From an optimization exercise on the open Yosys and OpenROAD flow, aimed at small area and a short achievable clock period; shortcuts taken in it are not production practice.
Function was checked by simulation only, so behaviour that the tests miss may differ from the original.

==> flow/design.v <==
module MacUnit(
  input  [11:0] io_in_a,    
  input  [7:0]  io_in_b,
  input  [19:0] io_in_c,
  output [19:0] io_out_d
);
  wire [9:0] x = {{2{io_in_b[7]}}, io_in_b};
  wire one0 = io_in_a[0];
  wire two0 = io_in_a[1];
  wire neg0 = io_in_a[2];
  wire sel0_0 = (one0 & x[0]) | (two0 & 1'b0);
  wire sel0_1 = (one0 & x[1]) | (two0 & x[0]);
  wire sel0_2 = (one0 & x[2]) | (two0 & x[1]);
  wire sel0_3 = (one0 & x[3]) | (two0 & x[2]);
  wire sel0_4 = (one0 & x[4]) | (two0 & x[3]);
  wire sel0_5 = (one0 & x[5]) | (two0 & x[4]);
  wire sel0_6 = (one0 & x[6]) | (two0 & x[5]);
  wire sel0_7 = (one0 & x[7]) | (two0 & x[6]);
  wire sel0_8 = (one0 & x[8]) | (two0 & x[7]);
  wire sel0_9 = (one0 & x[9]) | (two0 & x[8]);
  wire one1 = io_in_a[3];
  wire two1 = io_in_a[4];
  wire neg1 = io_in_a[5];
  wire sel1_0 = (one1 & x[0]) | (two1 & 1'b0);
  wire sel1_1 = (one1 & x[1]) | (two1 & x[0]);
  wire sel1_2 = (one1 & x[2]) | (two1 & x[1]);
  wire sel1_3 = (one1 & x[3]) | (two1 & x[2]);
  wire sel1_4 = (one1 & x[4]) | (two1 & x[3]);
  wire sel1_5 = (one1 & x[5]) | (two1 & x[4]);
  wire sel1_6 = (one1 & x[6]) | (two1 & x[5]);
  wire sel1_7 = (one1 & x[7]) | (two1 & x[6]);
  wire sel1_8 = (one1 & x[8]) | (two1 & x[7]);
  wire sel1_9 = (one1 & x[9]) | (two1 & x[8]);
  wire one2 = io_in_a[6];
  wire two2 = io_in_a[7];
  wire neg2 = io_in_a[8];
  wire sel2_0 = (one2 & x[0]) | (two2 & 1'b0);
  wire sel2_1 = (one2 & x[1]) | (two2 & x[0]);
  wire sel2_2 = (one2 & x[2]) | (two2 & x[1]);
  wire sel2_3 = (one2 & x[3]) | (two2 & x[2]);
  wire sel2_4 = (one2 & x[4]) | (two2 & x[3]);
  wire sel2_5 = (one2 & x[5]) | (two2 & x[4]);
  wire sel2_6 = (one2 & x[6]) | (two2 & x[5]);
  wire sel2_7 = (one2 & x[7]) | (two2 & x[6]);
  wire sel2_8 = (one2 & x[8]) | (two2 & x[7]);
  wire sel2_9 = (one2 & x[9]) | (two2 & x[8]);
  wire one3 = io_in_a[9];
  wire two3 = io_in_a[10];
  wire neg3 = io_in_a[11];
  wire sel3_0 = (one3 & x[0]) | (two3 & 1'b0);
  wire sel3_1 = (one3 & x[1]) | (two3 & x[0]);
  wire sel3_2 = (one3 & x[2]) | (two3 & x[1]);
  wire sel3_3 = (one3 & x[3]) | (two3 & x[2]);
  wire sel3_4 = (one3 & x[4]) | (two3 & x[3]);
  wire sel3_5 = (one3 & x[5]) | (two3 & x[4]);
  wire sel3_6 = (one3 & x[6]) | (two3 & x[5]);
  wire sel3_7 = (one3 & x[7]) | (two3 & x[6]);
  wire sel3_8 = (one3 & x[8]) | (two3 & x[7]);
  wire sel3_9 = (one3 & x[9]) | (two3 & x[8]);
  wire s0 = (sel0_4 ^ neg0) ^ (sel1_2 ^ neg1);
  wire c0 = (sel0_4 ^ neg0) & (sel1_2 ^ neg1);
  wire s1 = (sel0_5 ^ neg0) ^ (sel1_3 ^ neg1);
  wire c1 = (sel0_5 ^ neg0) & (sel1_3 ^ neg1);
  wire s2 = (sel0_6 ^ neg0) ^ (sel1_4 ^ neg1) ^ (sel2_2 ^ neg2);
  wire c2 = ((sel0_6 ^ neg0) & (sel1_4 ^ neg1)) | ((sel0_6 ^ neg0) & (sel2_2 ^ neg2)) | ((sel1_4 ^ neg1) & (sel2_2 ^ neg2));
  wire s3 = (sel3_0 ^ neg3) ^ neg3;
  wire c3 = (sel3_0 ^ neg3) & neg3;
  wire s4 = (sel0_7 ^ neg0) ^ (sel1_5 ^ neg1) ^ (sel2_3 ^ neg2);
  wire c4 = ((sel0_7 ^ neg0) & (sel1_5 ^ neg1)) | ((sel0_7 ^ neg0) & (sel2_3 ^ neg2)) | ((sel1_5 ^ neg1) & (sel2_3 ^ neg2));
  wire s5 = (sel3_1 ^ neg3) ^ io_in_c[7];
  wire c5 = (sel3_1 ^ neg3) & io_in_c[7];
  wire s6 = (sel0_8 ^ neg0) ^ (sel1_6 ^ neg1) ^ (sel2_4 ^ neg2);
  wire c6 = ((sel0_8 ^ neg0) & (sel1_6 ^ neg1)) | ((sel0_8 ^ neg0) & (sel2_4 ^ neg2)) | ((sel1_6 ^ neg1) & (sel2_4 ^ neg2));
  wire s7 = (sel3_2 ^ neg3) ^ io_in_c[8];
  wire c7 = (sel3_2 ^ neg3) & io_in_c[8];
  wire s8 = ~(sel0_9 ^ neg0) ^ (sel1_7 ^ neg1) ^ (sel2_5 ^ neg2);
  wire c8 = (~(sel0_9 ^ neg0) & (sel1_7 ^ neg1)) | (~(sel0_9 ^ neg0) & (sel2_5 ^ neg2)) | ((sel1_7 ^ neg1) & (sel2_5 ^ neg2));
  wire s9 = (sel3_3 ^ neg3) ^ io_in_c[9] ^ 1'b1;
  wire c9 = ((sel3_3 ^ neg3) & io_in_c[9]) | ((sel3_3 ^ neg3) & 1'b1) | (io_in_c[9] & 1'b1);
  wire s10 = (sel1_8 ^ neg1) ^ (sel2_6 ^ neg2) ^ (sel3_4 ^ neg3);
  wire c10 = ((sel1_8 ^ neg1) & (sel2_6 ^ neg2)) | ((sel1_8 ^ neg1) & (sel3_4 ^ neg3)) | ((sel2_6 ^ neg2) & (sel3_4 ^ neg3));
  wire s11 = io_in_c[10] ^ 1'b1;
  wire c11 = io_in_c[10] & 1'b1;
  wire s12 = ~(sel1_9 ^ neg1) ^ (sel2_7 ^ neg2) ^ (sel3_5 ^ neg3);
  wire c12 = (~(sel1_9 ^ neg1) & (sel2_7 ^ neg2)) | (~(sel1_9 ^ neg1) & (sel3_5 ^ neg3)) | ((sel2_7 ^ neg2) & (sel3_5 ^ neg3));
  wire s13 = (sel2_8 ^ neg2) ^ (sel3_6 ^ neg3);
  wire c13 = (sel2_8 ^ neg2) & (sel3_6 ^ neg3);
  wire s14 = (sel0_2 ^ neg0) ^ (sel1_0 ^ neg1);
  wire c14 = (sel0_2 ^ neg0) & (sel1_0 ^ neg1);
  wire s15 = (sel0_3 ^ neg0) ^ (sel1_1 ^ neg1);
  wire c15 = (sel0_3 ^ neg0) & (sel1_1 ^ neg1);
  wire s16 = s0 ^ (sel2_0 ^ neg2) ^ neg2;
  wire c16 = (s0 & (sel2_0 ^ neg2)) | (s0 & neg2) | ((sel2_0 ^ neg2) & neg2);
  wire s17 = c0 ^ s1 ^ (sel2_1 ^ neg2);
  wire c17 = (c0 & s1) | (c0 & (sel2_1 ^ neg2)) | (s1 & (sel2_1 ^ neg2));
  wire s18 = c1 ^ s2 ^ s3;
  wire c18 = (c1 & s2) | (c1 & s3) | (s2 & s3);
  wire s19 = c2 ^ c3 ^ s4;
  wire c19 = (c2 & c3) | (c2 & s4) | (c3 & s4);
  wire s20 = c4 ^ c5 ^ s6;
  wire c20 = (c4 & c5) | (c4 & s6) | (c5 & s6);
  wire s21 = c6 ^ c7 ^ s8;
  wire c21 = (c6 & c7) | (c6 & s8) | (c7 & s8);
  wire s22 = c8 ^ c9 ^ s10;
  wire c22 = (c8 & c9) | (c8 & s10) | (c9 & s10);
  wire s23 = c10 ^ c11 ^ s12;
  wire c23 = (c10 & c11) | (c10 & s12) | (c11 & s12);
  wire s24 = c12 ^ s13 ^ io_in_c[12];
  wire c24 = (c12 & s13) | (c12 & io_in_c[12]) | (s13 & io_in_c[12]);
  wire s25 = c13 ^ ~(sel2_9 ^ neg2) ^ (sel3_7 ^ neg3);
  wire c25 = (c13 & ~(sel2_9 ^ neg2)) | (c13 & (sel3_7 ^ neg3)) | (~(sel2_9 ^ neg2) & (sel3_7 ^ neg3));
  wire s26 = (sel3_8 ^ neg3) ^ io_in_c[14];
  wire c26 = (sel3_8 ^ neg3) & io_in_c[14];
  wire s27 = (sel0_0 ^ neg0) ^ neg0;
  wire c27 = (sel0_0 ^ neg0) & neg0;
  wire s28 = (sel0_1 ^ neg0) ^ io_in_c[1];
  wire c28 = (sel0_1 ^ neg0) & io_in_c[1];
  wire s29 = s14 ^ neg1 ^ io_in_c[2];
  wire c29 = (s14 & neg1) | (s14 & io_in_c[2]) | (neg1 & io_in_c[2]);
  wire s30 = c14 ^ s15 ^ io_in_c[3];
  wire c30 = (c14 & s15) | (c14 & io_in_c[3]) | (s15 & io_in_c[3]);
  wire s31 = c15 ^ s16 ^ io_in_c[4];
  wire c31 = (c15 & s16) | (c15 & io_in_c[4]) | (s16 & io_in_c[4]);
  wire s32 = c16 ^ s17 ^ io_in_c[5];
  wire c32 = (c16 & s17) | (c16 & io_in_c[5]) | (s17 & io_in_c[5]);
  wire s33 = c17 ^ s18 ^ io_in_c[6];
  wire c33 = (c17 & s18) | (c17 & io_in_c[6]) | (s18 & io_in_c[6]);
  wire s34 = s5 ^ c18 ^ s19;
  wire c34 = (s5 & c18) | (s5 & s19) | (c18 & s19);
  wire s35 = s7 ^ c19 ^ s20;
  wire c35 = (s7 & c19) | (s7 & s20) | (c19 & s20);
  wire s36 = s9 ^ c20 ^ s21;
  wire c36 = (s9 & c20) | (s9 & s21) | (c20 & s21);
  wire s37 = s11 ^ c21 ^ s22;
  wire c37 = (s11 & c21) | (s11 & s22) | (c21 & s22);
  wire s38 = c22 ^ s23 ^ io_in_c[11];
  wire c38 = (c22 & s23) | (c22 & io_in_c[11]) | (s23 & io_in_c[11]);
  wire s39 = c23 ^ s24 ^ 1'b1;
  wire c39 = (c23 & s24) | (c23 & 1'b1) | (s24 & 1'b1);
  wire s40 = c24 ^ s25 ^ io_in_c[13];
  wire c40 = (c24 & s25) | (c24 & io_in_c[13]) | (s25 & io_in_c[13]);
  wire s41 = c25 ^ s26 ^ 1'b1;
  wire c41 = (c25 & s26) | (c25 & 1'b1) | (s26 & 1'b1);
  wire s42 = c26 ^ ~(sel3_9 ^ neg3) ^ io_in_c[15];
  wire c42 = (c26 & ~(sel3_9 ^ neg3)) | (c26 & io_in_c[15]) | (~(sel3_9 ^ neg3) & io_in_c[15]);
  wire s43 = io_in_c[16] ^ 1'b1;
  wire c43 = io_in_c[16] & 1'b1;
  wire s44 = io_in_c[17] ^ 1'b1;
  wire c44 = io_in_c[17] & 1'b1;
  wire s45 = io_in_c[18] ^ 1'b1;
  wire c45 = io_in_c[18] & 1'b1;
  wire s46 = io_in_c[19] ^ 1'b1;
  wire c46 = io_in_c[19] & 1'b1;
  wire [19:0] sum_x = {c45, c44, c43, c42, c41, c40, c39, c38, c37, c36, c35, c34, c33, c32, c31, c30, c29, c28, c27, io_in_c[0]};
  wire [19:0] sum_y = {s46, s45, s44, s43, s42, s41, s40, s39, s38, s37, s36, s35, s34, s33, s32, s31, s30, s29, s28, s27};
  assign io_out_d = sum_x + sum_y;
endmodule
module BoothEncode(
  input  [7:0]  a,
  output [11:0] digits
);
  wire [8:0] y = {a, 1'b0};
  assign digits[0] = y[1] ^ y[0];
  assign digits[1] = (y[2] & ~y[1] & ~y[0]) | (~y[2] & y[1] & y[0]);
  assign digits[2] = y[2];
  assign digits[3] = y[3] ^ y[2];
  assign digits[4] = (y[4] & ~y[3] & ~y[2]) | (~y[4] & y[3] & y[2]);
  assign digits[5] = y[4];
  assign digits[6] = y[5] ^ y[4];
  assign digits[7] = (y[6] & ~y[5] & ~y[4]) | (~y[6] & y[5] & y[4]);
  assign digits[8] = y[6];
  assign digits[9] = y[7] ^ y[6];
  assign digits[10] = (y[8] & ~y[7] & ~y[6]) | (~y[8] & y[7] & y[6]);
  assign digits[11] = y[8];
endmodule
module PE_256(
  input         clock,
  input  [11:0] io_in_a,    
  input  [19:0] io_in_b,
  input  [19:0] io_in_d,
  input         io_in_control_dataflow,
  input         io_in_control_propagate,
  input         io_in_valid,
  input         io_next_valid,
  input         io_next_dataflow,
  input         io_next_propagate,
  input         io_swap,       
  input  [4:0]  io_next_shift,
  input  [7:0]  io_next_b,
  output [19:0] io_out_b,
  output [19:0] io_out_c
);
  reg  [19:0] sel;
  reg  [19:0] oth;
  reg  [7:0]  mb;
  reg  [4:0]  s;
  reg         acc;
  reg         last_s;
  wire        df   = io_in_control_dataflow;
  wire        prop = io_in_control_propagate;
  wire [19:0] mac;
  MacUnit mac_unit (
    .io_in_a (io_in_a),
    .io_in_b (mb),
    .io_in_c (df ? io_in_b : oth),
    .io_out_d(mac)
  );
  wire signed [20:0] z = $signed({sel, 1'b0}) >>> s;    
  wire [18:0] below;                                   
  genvar j;
  generate
    for (j = 0; j < 19; j = j + 1) begin : m
      assign below[j] = sel[j] & (s >= j + 2);
    end
  endgenerate
  wire        rnd = z[0] & ((|below) | z[1]);
  assign io_out_c = z[20:1] + {19'd0, rnd};
  assign io_out_b = df ? mac : io_in_b;
  wire        swap     = io_swap;
  wire        last_s_next = io_in_valid ? prop : last_s;
  wire [19:0] sel_new  = io_in_valid ? io_in_d : sel;
  wire [19:0] sel_nm   = swap ? oth : sel_new;    
  wire [19:0] oth_nm   = swap ? sel_new : oth;    
  wire        oth_mac  = ~swap & acc;
  wire        mb_mac   = io_next_dataflow & ~swap & acc;
  wire [7:0]  mb_nm    = io_next_dataflow ? oth_nm[7:0] : io_next_b;
  always @(posedge clock) begin
    sel    <= (swap & acc) ? mac : sel_nm;
    oth    <= oth_mac ? mac : oth_nm;
    mb     <= mb_mac ? mac[7:0] : mb_nm;
    s      <= (~io_next_dataflow & (last_s_next ^ io_next_propagate)) ? io_next_shift : 5'd0;
    acc    <= io_next_valid & ~io_next_dataflow;
    last_s <= last_s_next;
  end
endmodule
module Tile #(parameter FIRST = 0) (
  input         clock,
  input  [11:0] io_in_a,    
  input  [19:0] io_in_b,
  input  [7:0]  io_in_b_reg,
  input  [19:0] io_in_d,
  input         io_in_dataflow,
  input         io_in_propagate,
  input         io_in_propagate_above,
  input  [4:0]  io_in_shift,
  input         io_in_valid,
  output [11:0] io_out_a,
  output [19:0] io_out_b,
  output [7:0]  io_out_b_reg,
  output [19:0] io_out_c,
  output        io_out_dataflow,
  output        io_out_propagate,
  output [4:0]  io_out_shift,
  output        io_out_valid
);
  reg [11:0] in_a;
  reg [19:0] in_b;
  reg [19:0] in_d;
  reg        in_dataflow;
  reg        in_propagate;
  reg [4:0]  in_shift;
  reg        in_valid;
  always @(posedge clock) begin
    in_a         <= io_in_a;
    in_b         <= io_in_b;
    in_d         <= io_in_d;
    in_dataflow  <= io_in_dataflow;
    in_propagate <= io_in_propagate;
    in_shift     <= io_in_shift;
    in_valid     <= io_in_valid;
  end
  wire swap;
  generate
    if (FIRST) begin : swap_now
      assign swap = io_in_propagate ^ in_propagate;
    end else begin : swap_early
      reg swap_r;
      always @(posedge clock) swap_r <= io_in_propagate_above ^ io_in_propagate;
      assign swap = swap_r;
    end
  endgenerate
  PE_256 pe (
    .clock                  (clock),
    .io_in_a                (in_a),
    .io_in_b                (in_b),
    .io_in_d                (in_d),
    .io_in_control_dataflow (in_dataflow),
    .io_in_control_propagate(in_propagate),
    .io_in_valid            (in_valid),
    .io_next_valid          (io_in_valid),
    .io_next_dataflow       (io_in_dataflow),
    .io_next_propagate      (io_in_propagate),
    .io_swap                (swap),
    .io_next_shift          (io_in_shift),
    .io_next_b              (io_in_b_reg),
    .io_out_b               (io_out_b),
    .io_out_c               (io_out_c)
  );
  assign io_out_a         = in_a;
  assign io_out_b_reg     = in_b[7:0];
  assign io_out_dataflow  = in_dataflow;
  assign io_out_propagate = in_propagate;
  assign io_out_shift     = in_shift;
  assign io_out_valid     = in_valid;
endmodule
module Mesh(
  input         clock,
  input  [7:0]  io_in_a_0_0,
  input  [7:0]  io_in_a_1_0,
  input  [7:0]  io_in_a_2_0,
  input  [7:0]  io_in_a_3_0,
  input  [7:0]  io_in_a_4_0,
  input  [7:0]  io_in_a_5_0,
  input  [7:0]  io_in_a_6_0,
  input  [7:0]  io_in_a_7_0,
  input  [19:0] io_in_b_0_0,
  input  [19:0] io_in_b_1_0,
  input  [19:0] io_in_b_2_0,
  input  [19:0] io_in_b_3_0,
  input  [19:0] io_in_b_4_0,
  input  [19:0] io_in_b_5_0,
  input  [19:0] io_in_b_6_0,
  input  [19:0] io_in_b_7_0,
  input  [19:0] io_in_d_0_0,
  input  [19:0] io_in_d_1_0,
  input  [19:0] io_in_d_2_0,
  input  [19:0] io_in_d_3_0,
  input  [19:0] io_in_d_4_0,
  input  [19:0] io_in_d_5_0,
  input  [19:0] io_in_d_6_0,
  input  [19:0] io_in_d_7_0,
  input         io_in_control_0_0_dataflow,
  input         io_in_control_0_0_propagate,
  input  [4:0]  io_in_control_0_0_shift,
  input         io_in_control_1_0_dataflow,
  input         io_in_control_1_0_propagate,
  input  [4:0]  io_in_control_1_0_shift,
  input         io_in_control_2_0_dataflow,
  input         io_in_control_2_0_propagate,
  input  [4:0]  io_in_control_2_0_shift,
  input         io_in_control_3_0_dataflow,
  input         io_in_control_3_0_propagate,
  input  [4:0]  io_in_control_3_0_shift,
  input         io_in_control_4_0_dataflow,
  input         io_in_control_4_0_propagate,
  input  [4:0]  io_in_control_4_0_shift,
  input         io_in_control_5_0_dataflow,
  input         io_in_control_5_0_propagate,
  input  [4:0]  io_in_control_5_0_shift,
  input         io_in_control_6_0_dataflow,
  input         io_in_control_6_0_propagate,
  input  [4:0]  io_in_control_6_0_shift,
  input         io_in_control_7_0_dataflow,
  input         io_in_control_7_0_propagate,
  input  [4:0]  io_in_control_7_0_shift,
  input  [2:0]  io_in_id_0_0,
  input  [2:0]  io_in_id_1_0,
  input  [2:0]  io_in_id_2_0,
  input  [2:0]  io_in_id_3_0,
  input  [2:0]  io_in_id_4_0,
  input  [2:0]  io_in_id_5_0,
  input  [2:0]  io_in_id_6_0,
  input  [2:0]  io_in_id_7_0,
  input         io_in_last_0_0,
  input         io_in_last_1_0,
  input         io_in_last_2_0,
  input         io_in_last_3_0,
  input         io_in_last_4_0,
  input         io_in_last_5_0,
  input         io_in_last_6_0,
  input         io_in_last_7_0,
  input         io_in_valid_0_0,
  input         io_in_valid_1_0,
  input         io_in_valid_2_0,
  input         io_in_valid_3_0,
  input         io_in_valid_4_0,
  input         io_in_valid_5_0,
  input         io_in_valid_6_0,
  input         io_in_valid_7_0,
  output [19:0] io_out_b_0_0,
  output [19:0] io_out_b_1_0,
  output [19:0] io_out_b_2_0,
  output [19:0] io_out_b_3_0,
  output [19:0] io_out_b_4_0,
  output [19:0] io_out_b_5_0,
  output [19:0] io_out_b_6_0,
  output [19:0] io_out_b_7_0,
  output [19:0] io_out_c_0_0,
  output [19:0] io_out_c_1_0,
  output [19:0] io_out_c_2_0,
  output [19:0] io_out_c_3_0,
  output [19:0] io_out_c_4_0,
  output [19:0] io_out_c_5_0,
  output [19:0] io_out_c_6_0,
  output [19:0] io_out_c_7_0,
  output        io_out_valid_0_0,
  output        io_out_control_0_0_dataflow,
  output [2:0]  io_out_id_0_0,
  output        io_out_last_0_0
);
  localparam N = 8;
  wire [12*N*(N+1)-1:0] a_h;     
  wire [20*N*(N+1)-1:0] b_v;
  wire [8*N*(N+1)-1:0]  bp_v;    
  wire [20*N*(N+1)-1:0] d_v;
  wire [N*(N+1)-1:0]    df_v;
  wire [N*(N+1)-1:0]    pr_v;
  wire [5*N*(N+1)-1:0]  sh_v;
  wire [N*(N+1)-1:0]    v_v;
  BoothEncode enc_0 (.a(io_in_a_0_0), .digits(a_h[12*(0*(N+1))+:12]));
  BoothEncode enc_1 (.a(io_in_a_1_0), .digits(a_h[12*(1*(N+1))+:12]));
  BoothEncode enc_2 (.a(io_in_a_2_0), .digits(a_h[12*(2*(N+1))+:12]));
  BoothEncode enc_3 (.a(io_in_a_3_0), .digits(a_h[12*(3*(N+1))+:12]));
  BoothEncode enc_4 (.a(io_in_a_4_0), .digits(a_h[12*(4*(N+1))+:12]));
  BoothEncode enc_5 (.a(io_in_a_5_0), .digits(a_h[12*(5*(N+1))+:12]));
  BoothEncode enc_6 (.a(io_in_a_6_0), .digits(a_h[12*(6*(N+1))+:12]));
  BoothEncode enc_7 (.a(io_in_a_7_0), .digits(a_h[12*(7*(N+1))+:12]));
  assign b_v[20*0+:20] = io_in_b_0_0;
  assign bp_v[8*0+:8] = io_in_b_0_0[7:0];
  assign d_v[20*0+:20] = io_in_d_0_0;
  assign df_v[0] = io_in_control_0_0_dataflow;
  assign pr_v[0] = io_in_control_0_0_propagate;
  assign sh_v[5*0+:5] = io_in_control_0_0_shift;
  assign v_v[0] = io_in_valid_0_0;
  assign b_v[20*1+:20] = io_in_b_1_0;
  assign bp_v[8*1+:8] = io_in_b_1_0[7:0];
  assign d_v[20*1+:20] = io_in_d_1_0;
  assign df_v[1] = io_in_control_1_0_dataflow;
  assign pr_v[1] = io_in_control_1_0_propagate;
  assign sh_v[5*1+:5] = io_in_control_1_0_shift;
  assign v_v[1] = io_in_valid_1_0;
  assign b_v[20*2+:20] = io_in_b_2_0;
  assign bp_v[8*2+:8] = io_in_b_2_0[7:0];
  assign d_v[20*2+:20] = io_in_d_2_0;
  assign df_v[2] = io_in_control_2_0_dataflow;
  assign pr_v[2] = io_in_control_2_0_propagate;
  assign sh_v[5*2+:5] = io_in_control_2_0_shift;
  assign v_v[2] = io_in_valid_2_0;
  assign b_v[20*3+:20] = io_in_b_3_0;
  assign bp_v[8*3+:8] = io_in_b_3_0[7:0];
  assign d_v[20*3+:20] = io_in_d_3_0;
  assign df_v[3] = io_in_control_3_0_dataflow;
  assign pr_v[3] = io_in_control_3_0_propagate;
  assign sh_v[5*3+:5] = io_in_control_3_0_shift;
  assign v_v[3] = io_in_valid_3_0;
  assign b_v[20*4+:20] = io_in_b_4_0;
  assign bp_v[8*4+:8] = io_in_b_4_0[7:0];
  assign d_v[20*4+:20] = io_in_d_4_0;
  assign df_v[4] = io_in_control_4_0_dataflow;
  assign pr_v[4] = io_in_control_4_0_propagate;
  assign sh_v[5*4+:5] = io_in_control_4_0_shift;
  assign v_v[4] = io_in_valid_4_0;
  assign b_v[20*5+:20] = io_in_b_5_0;
  assign bp_v[8*5+:8] = io_in_b_5_0[7:0];
  assign d_v[20*5+:20] = io_in_d_5_0;
  assign df_v[5] = io_in_control_5_0_dataflow;
  assign pr_v[5] = io_in_control_5_0_propagate;
  assign sh_v[5*5+:5] = io_in_control_5_0_shift;
  assign v_v[5] = io_in_valid_5_0;
  assign b_v[20*6+:20] = io_in_b_6_0;
  assign bp_v[8*6+:8] = io_in_b_6_0[7:0];
  assign d_v[20*6+:20] = io_in_d_6_0;
  assign df_v[6] = io_in_control_6_0_dataflow;
  assign pr_v[6] = io_in_control_6_0_propagate;
  assign sh_v[5*6+:5] = io_in_control_6_0_shift;
  assign v_v[6] = io_in_valid_6_0;
  assign b_v[20*7+:20] = io_in_b_7_0;
  assign bp_v[8*7+:8] = io_in_b_7_0[7:0];
  assign d_v[20*7+:20] = io_in_d_7_0;
  assign df_v[7] = io_in_control_7_0_dataflow;
  assign pr_v[7] = io_in_control_7_0_propagate;
  assign sh_v[5*7+:5] = io_in_control_7_0_shift;
  assign v_v[7] = io_in_valid_7_0;
  genvar r, c;
  generate
    for (r = 0; r < N; r = r + 1) begin : row
      for (c = 0; c < N; c = c + 1) begin : col
        Tile #(.FIRST(r == 0)) t (
          .clock         (clock),
          .io_in_a       (a_h[12*(r*(N+1)+c)+:12]),
          .io_in_b       (b_v[20*(r*N+c)+:20]),
          .io_in_b_reg   (bp_v[8*(r*N+c)+:8]),
          .io_in_d       (d_v[20*(r*N+c)+:20]),
          .io_in_dataflow(df_v[r*N+c]),
          .io_in_propagate(pr_v[r*N+c]),
          .io_in_propagate_above(r == 0 ? 1'b0 : pr_v[((r == 0 ? 1 : r)-1)*N+c]),
          .io_in_shift   (sh_v[5*(r*N+c)+:5]),
          .io_in_valid   (v_v[r*N+c]),
          .io_out_a      (a_h[12*(r*(N+1)+c+1)+:12]),
          .io_out_b      (b_v[20*((r+1)*N+c)+:20]),
          .io_out_b_reg  (bp_v[8*((r+1)*N+c)+:8]),
          .io_out_c      (d_v[20*((r+1)*N+c)+:20]),
          .io_out_dataflow(df_v[(r+1)*N+c]),
          .io_out_propagate(pr_v[(r+1)*N+c]),
          .io_out_shift  (sh_v[5*((r+1)*N+c)+:5]),
          .io_out_valid  (v_v[(r+1)*N+c])
        );
      end
    end
  endgenerate
  reg [3*(N+1)-1:0] id_pipe;
  reg [N:0]         last_pipe;
  always @(posedge clock) begin
    id_pipe   <= {id_pipe[3*N-1:0], io_in_id_0_0};
    last_pipe <= {last_pipe[N-1:0], io_in_last_0_0};
  end
  reg [20*N-1:0] out_b;
  reg [20*N-1:0] out_c;
  reg            out_valid;
  reg            out_dataflow;
  always @(posedge clock) begin
    out_b        <= b_v[20*N*N+:20*N];
    out_c        <= d_v[20*N*N+:20*N];
    out_valid    <= v_v[N*N];
    out_dataflow <= df_v[N*N];
  end
  assign io_out_b_0_0 = out_b[20*0+:20];
  assign io_out_c_0_0 = out_c[20*0+:20];
  assign io_out_b_1_0 = out_b[20*1+:20];
  assign io_out_c_1_0 = out_c[20*1+:20];
  assign io_out_b_2_0 = out_b[20*2+:20];
  assign io_out_c_2_0 = out_c[20*2+:20];
  assign io_out_b_3_0 = out_b[20*3+:20];
  assign io_out_c_3_0 = out_c[20*3+:20];
  assign io_out_b_4_0 = out_b[20*4+:20];
  assign io_out_c_4_0 = out_c[20*4+:20];
  assign io_out_b_5_0 = out_b[20*5+:20];
  assign io_out_c_5_0 = out_c[20*5+:20];
  assign io_out_b_6_0 = out_b[20*6+:20];
  assign io_out_c_6_0 = out_c[20*6+:20];
  assign io_out_b_7_0 = out_b[20*7+:20];
  assign io_out_c_7_0 = out_c[20*7+:20];
  assign io_out_valid_0_0 = out_valid;
  assign io_out_control_0_0_dataflow = out_dataflow;
  assign io_out_id_0_0 = id_pipe[3*N+:3];
  assign io_out_last_0_0 = last_pipe[N];
endmodule
==> flow/flow/run.sh <==
#!/bin/bash
# Layout flow: the standard flow (standard.sh, standard synthesis) with these make
# settings:
#  - port buffers are buf_4 cells (BUFFER_PORTS_ARGS)
#  - sizing may change a cell's footprint (MATCH_CELL_FOOTPRINT=0)
#  - up to 10 antenna repair rounds after detailed routing (MAX_REPAIR_ANTENNAS_ITER_DRT)
set -euo pipefail
GRT_SETUP_MARGIN=0.2
common=(
  MATCH_CELL_FOOTPRINT=0
  "BUFFER_PORTS_ARGS=-buffer_cell sky130_fd_sc_hd__buf_4"
  MAX_REPAIR_ANTENNAS_ITER_DRT=10
)
bash standard.sh "${common[@]}" cts > standard_cts.log 2>&1
bash standard.sh "${common[@]}" SETUP_SLACK_MARGIN=$GRT_SETUP_MARGIN finish > standard_finish.log 2>&1
==> flow/standard.sh <==
#!/bin/bash
# synth_recipe.tcl (not shown) runs the flow's synth.tcl, then flattens the netlist and writes it again
# the make line also repeats each setting of config.mk as NAME=value (left out here)
make -C /OpenROAD-flow-scripts/flow DESIGN_CONFIG=/design/flow/config.mk WORK_HOME=/design/flow/orfs CLKGATE_MAP_FILE= SYNTH_SCRIPT=/design/flow/synth_recipe.tcl "${@:-finish}"
==> flow/config.mk <==
export PLATFORM = sky130hd
export DESIGN_NAME = Mesh
export DESIGN_NICKNAME = Mesh
export VERILOG_FILES = /design/flow/design.v
export SDC_FILE = /design/flow/constraint.sdc
export NUM_CORES = 8
export LEC_CHECK = 0
export ABC_AREA = 1
export CAP_MARGIN = 20
export CORE_MARGIN = 2
export CORE_UTILIZATION = 45
export CTS_CLUSTER_DIAMETER = 80
export CTS_CLUSTER_SIZE = 24
export SETUP_SLACK_MARGIN = 4.5
export SLEW_MARGIN = 20
==> flow/constraint.sdc <==
create_clock -name core_clock -period 8.5 [get_ports {clock}]
set_input_delay 1.7000 -clock core_clock [delete_from_list [all_inputs] [get_ports {clock}]]
set_output_delay 1.7000 -clock core_clock [all_outputs]
set_load 0.01 [all_outputs]
==> summary.txt <==
==> routing by layer <==
metal | GRT usage | vias to the layer above | routed length [µm]
met5 | 0 | - | 152
met4 | 0.0680 | 24 | 46600
met3 | 0.0350 | 2193 | 145000
met2 | 0.428 | 19000 | 742000
met1 | 0.443 | 236000 | 860000
li1 | - | 249000 | -
==> metrics by stage <==
step | std cells | hold slack (ns)
CTS | 92600 | 0.318
floorplan | 76300 | 0.310
detailed placement | 90500 | 0.312
global route | 92600 | 0.320
global placement | 90500 | 0.310
finish | 92600 | 0.321
==> state kept, by name, indices dropped and copies added (netlist names) <==
name	count
row.col.t.pe.sel	1280
row.col.t.pe.mb	512
row.col.t.in_a	768
id_pipe	27
row.col.t.in_valid	64
row.col.t.in_dataflow	64
out_c	160
row.col.t.swap_early.swap_r	56
row.col.t.pe.acc	64
row.col.t.pe.last_s	64
row.col.t.in_propagate	64
row.col.t.in_b	1280
out_dataflow	1
last_pipe	9
row.col.t.pe.s	320
out_b	160
row.col.t.in_d	1280
out_valid	1
row.col.t.in_shift	280
row.col.t.pe.oth	1280
==> synthesized netlist by cell type, types with 44 or more instances <==
cell type	count	area share
nand2_1	22400	0.16
inv_1	9481	0.067
nand3_1	7036	0.066
dfxtp_1	6966	0.26
o21ai_0	4667	0.044
nor2_1	3872	0.027
xor2_1	3111	0.051
ha_1	2240	0.053
o22ai_1	2027	0.024
a21oi_1	2021	0.019
fa_1	1472	0.056
clkbuf_1	1465	0.010
nand4_1	977	0.012
mux2i_1	896	0.017
edfxtp_1	768	0.043
o211ai_1	659	0.0093
or2_2	649	0.0076
o221ai_1	535	0.0088
buf_2	505	0.0048
xnor2_1	505	0.0083
nor3_1	390	0.0037
a22oi_1	325	0.0046
nand3b_1	320	0.0045
o21ai_1	318	0.0030
clkinv_1	235	0.0017
inv_2	235	0.0017
o21bai_1	232	0.0033
buf_4	225	0.0032
buf_1	192	0.0014
nor2_2	192	0.0023
o21a_1	157	0.0022
a21boi_0	122	0.0017
buf_6	122	0.0026
nor2_4	120	0.0025
maj3_1	115	0.0022
nor4_1	82	0.00097
nand2_2	73	0.00086
a21o_1	59	0.00083
a31oi_1	54	0.00064
a211oi_1	50	0.00071
nand3_2	44	0.00083
==> path summary, 6_finish.rpt <==
path	cells past startpoint	endpoint	start	slack (ns)
worst max-delay path	19	row[6].col[1].t.pe.oth[13]$_DFFE_PP_	row[6].col[1].t.pe.mb[2]$_DFF_P_	4.25
worst min-delay path	0	row[3].col[7].t.in_a[10]$_DFF_P_	row[3].col[6].t.in_a[10]$_DFF_P_	0.32
worst max register to register	19	row[6].col[1].t.pe.oth[13]$_DFFE_PP_	row[6].col[1].t.pe.mb[2]$_DFF_P_	4.25
worst min register to register	0	row[3].col[7].t.in_a[10]$_DFF_P_	row[3].col[6].t.in_a[10]$_DFF_P_	0.32
==> cell families after synthesis <==
family / synth area share
xor+xnor: 0.0597
compound gates: 0.125
flops: 0.306
fa+ha+maj: 0.110
simple gates: 0.288
buf+inv: 0.0932
mux: 0.0174
==> worst max-delay path, delay by kind of cell (launching register included) <==
kind,cells,cell delay (ns)
adder cells (fa/ha/maj),4,1.78
AO/OA/AOI/OAI,5,0.74
buffers and inverters,5,0.51
XOR/XNOR,2,0.34
flip-flops,1,0.30
AND/OR/NAND/NOR,3,0.24
==> cell type report <==
type	count	area [µm²]	share of cell area
diodes	34	85.1	0.000143
clock buffers	660	15300	0.0258
clock inverters	383	5760	0.00970
inverters	9993	38600	0.0650
multi-input cells	56000	332000	0.559
flip-flops and latches	7734	165000	0.278
well taps	15600	19600	0.0330
repair buffers	2183	17800	0.0299
repair inverters	5	25.0	0.0000421
==> timing repair <==
action | CTS | global route
setup endpoints to repair | 2661 | 0
resized for setup | 5356 | 0
buffers inserted | 1055 | 0
==> run_results.csv <==
group,metric,value,unit
outcome,status,"no timing/DRC/antenna violations",
die,num_rows,399,
yosys,synth.avg_cell_area,6.96,µm²
yosys,synth_edf_count,768,
final_layout,num-fill-cells,119000,
routing,drtPass1Iterations,19,
final_layout,utilization,0.504,
setup_path,endpoint_kind,"flip-flop",
global_routing,grt_pass1_wl,2750,mm
sta,finalSetupTns,0,ns
place,place_ws,3.07,ns
yosys,synth_cell_types,78,
global_routing,overflow,0,
global_routing,antenna_found_initial,88,
sta,max_freq,235,MHz
place,place.gp.congestion,0.953,
die,die_h,1.09,mm
sta,finalCriticalPeriod,4.25,ns
clock_tree,clk_pin_slew,0.10,ns
global_routing,grt_max_degree,57,
clock_tree,cts_buffer_depth,5,
final_layout,area_delta_synth_final,11.8,%
sta,rsz0062_at_grt,"no",
place,dpl.hpwl,1420,mm
sta,slew_viol_final,0,
yosys,yosys_most_used_dff,"dfxtp_1",
sta,setup_viol,0,
flow_run,drv_cap,0,
clock_tree,cts.sinks,7734,
yosys,synth_seq_area_share,0.306,
final_layout,fin_area,0.594,mm²
routing,drt_iter0_markers,52600,
setup_path,crit_slowest_cell,"fa_1",
die,ios,807,
clock_tree,cts_buffers,575,
place,io_buffers,778,
setup_path,cp_max_fo,8,
setup_path,cp.required,9.37,ns
sta,period_share,0.500,
final_layout,layout.cells.most_common_list,"22200 x nand2_1, 8553 x inv_1, 6959 x nand3_1",
die,dieArea,1.19,mm²
sta,finalHoldViolCount,0,
yosys,synthesis.nets,80500,
clock_tree,cts_tree,"built",
routing,via_per_inst,5.46,
routing,drc,0,
routing,via_count,506000,
clock_tree,clockRootBuffer,"clkbuf_16",
final_layout,layout_commonest_cell,"nand2_1",
place,place_area,0.547,mm²
die,die_w,1.09,mm
setup_path,cpPeakStageDelay,0.55,ns
sta,final.setup.worst_slack,4.25,ns
yosys,syn_area,0.531,mm²
global_routing,grt_usage,0.289,
sta,clock_skew,0.0639,ns
clock_tree,clock_latency,1.19,ns
clock_tree,holdBufCountCts,0,
setup_path,arrival,5.12,ns
die,coreArea,1.18,mm²
min_path,hold_path_class,"flip-flop to flip-flop",
yosys,async_flop_share,0,
routing,routedWlPerCell,19.4,µm
die,initial_utilization,0.451,
final_layout,num-nets-final,80700,
sta,tightestPinTransition,1.16,ns
final_layout,drive_gt1_frac,0.109,
routing,antenna_left,0,
routing,drt-total-wl,1790,mm
setup_path,path_class,"flip-flop to flip-flop",
clock_tree,htreeDepth,6,
setup_path,worstSetupStartpointType,"flip-flop",
global_routing,grt_pass1_vias,465000,
setup_path,path_cells,"inv_1, o22ai_1, xor2_1, fa_1, inv_1, fa_1, inv_1, fa_1, inv_1, ha_4, a21oi_4, nor2_1, nor2_1, a21boi_2, o21ai_1, xor2_1, buf_4, nand2_1, o21ai_0",
yosys,syn_inst,76300,
yosys,yosysWarningCount,4,
yosys,synth.ff_latch_count,7734,
setup_path,worst_path_most_repeated_cell,"inv_1",
sta,slew_headroom,0.222,

==> port drivers added, routing unchanged <==
In the flow no input, the clock included, has a driving cell. The finished layout below was timed again as built, in two steps.
Step 1 (the two cells are an assumption about what drives the block):
set clk [get_ports {clock}]
set_driving_cell -lib_cell sky130_fd_sc_hd__clkbuf_16 $clk
set_driving_cell -lib_cell sky130_fd_sc_hd__buf_2 [delete_from_list [all_inputs] $clk]
Step 2 moves the port delays by t, midway between the first and last clock arrival at a register: inputs arrive t later, outputs are due t later. That takes back most of the time a late clock gives input paths.
Slacks: no drivers / after step 1 / after step 2; pairs: no drivers / after step 1.
shift t [ns]: 1.328
setup WS [ns]: 4.250 / 4.250 / 3.787
clock arrival spread, ns: 0.085 / 0.085
worst slew at a driven data input, ns: 0.17
After both steps this run still meets setup and hold. For this run, drivers alone change the setup slack by 0.000 ns; drivers and shift together by -0.463 ns.
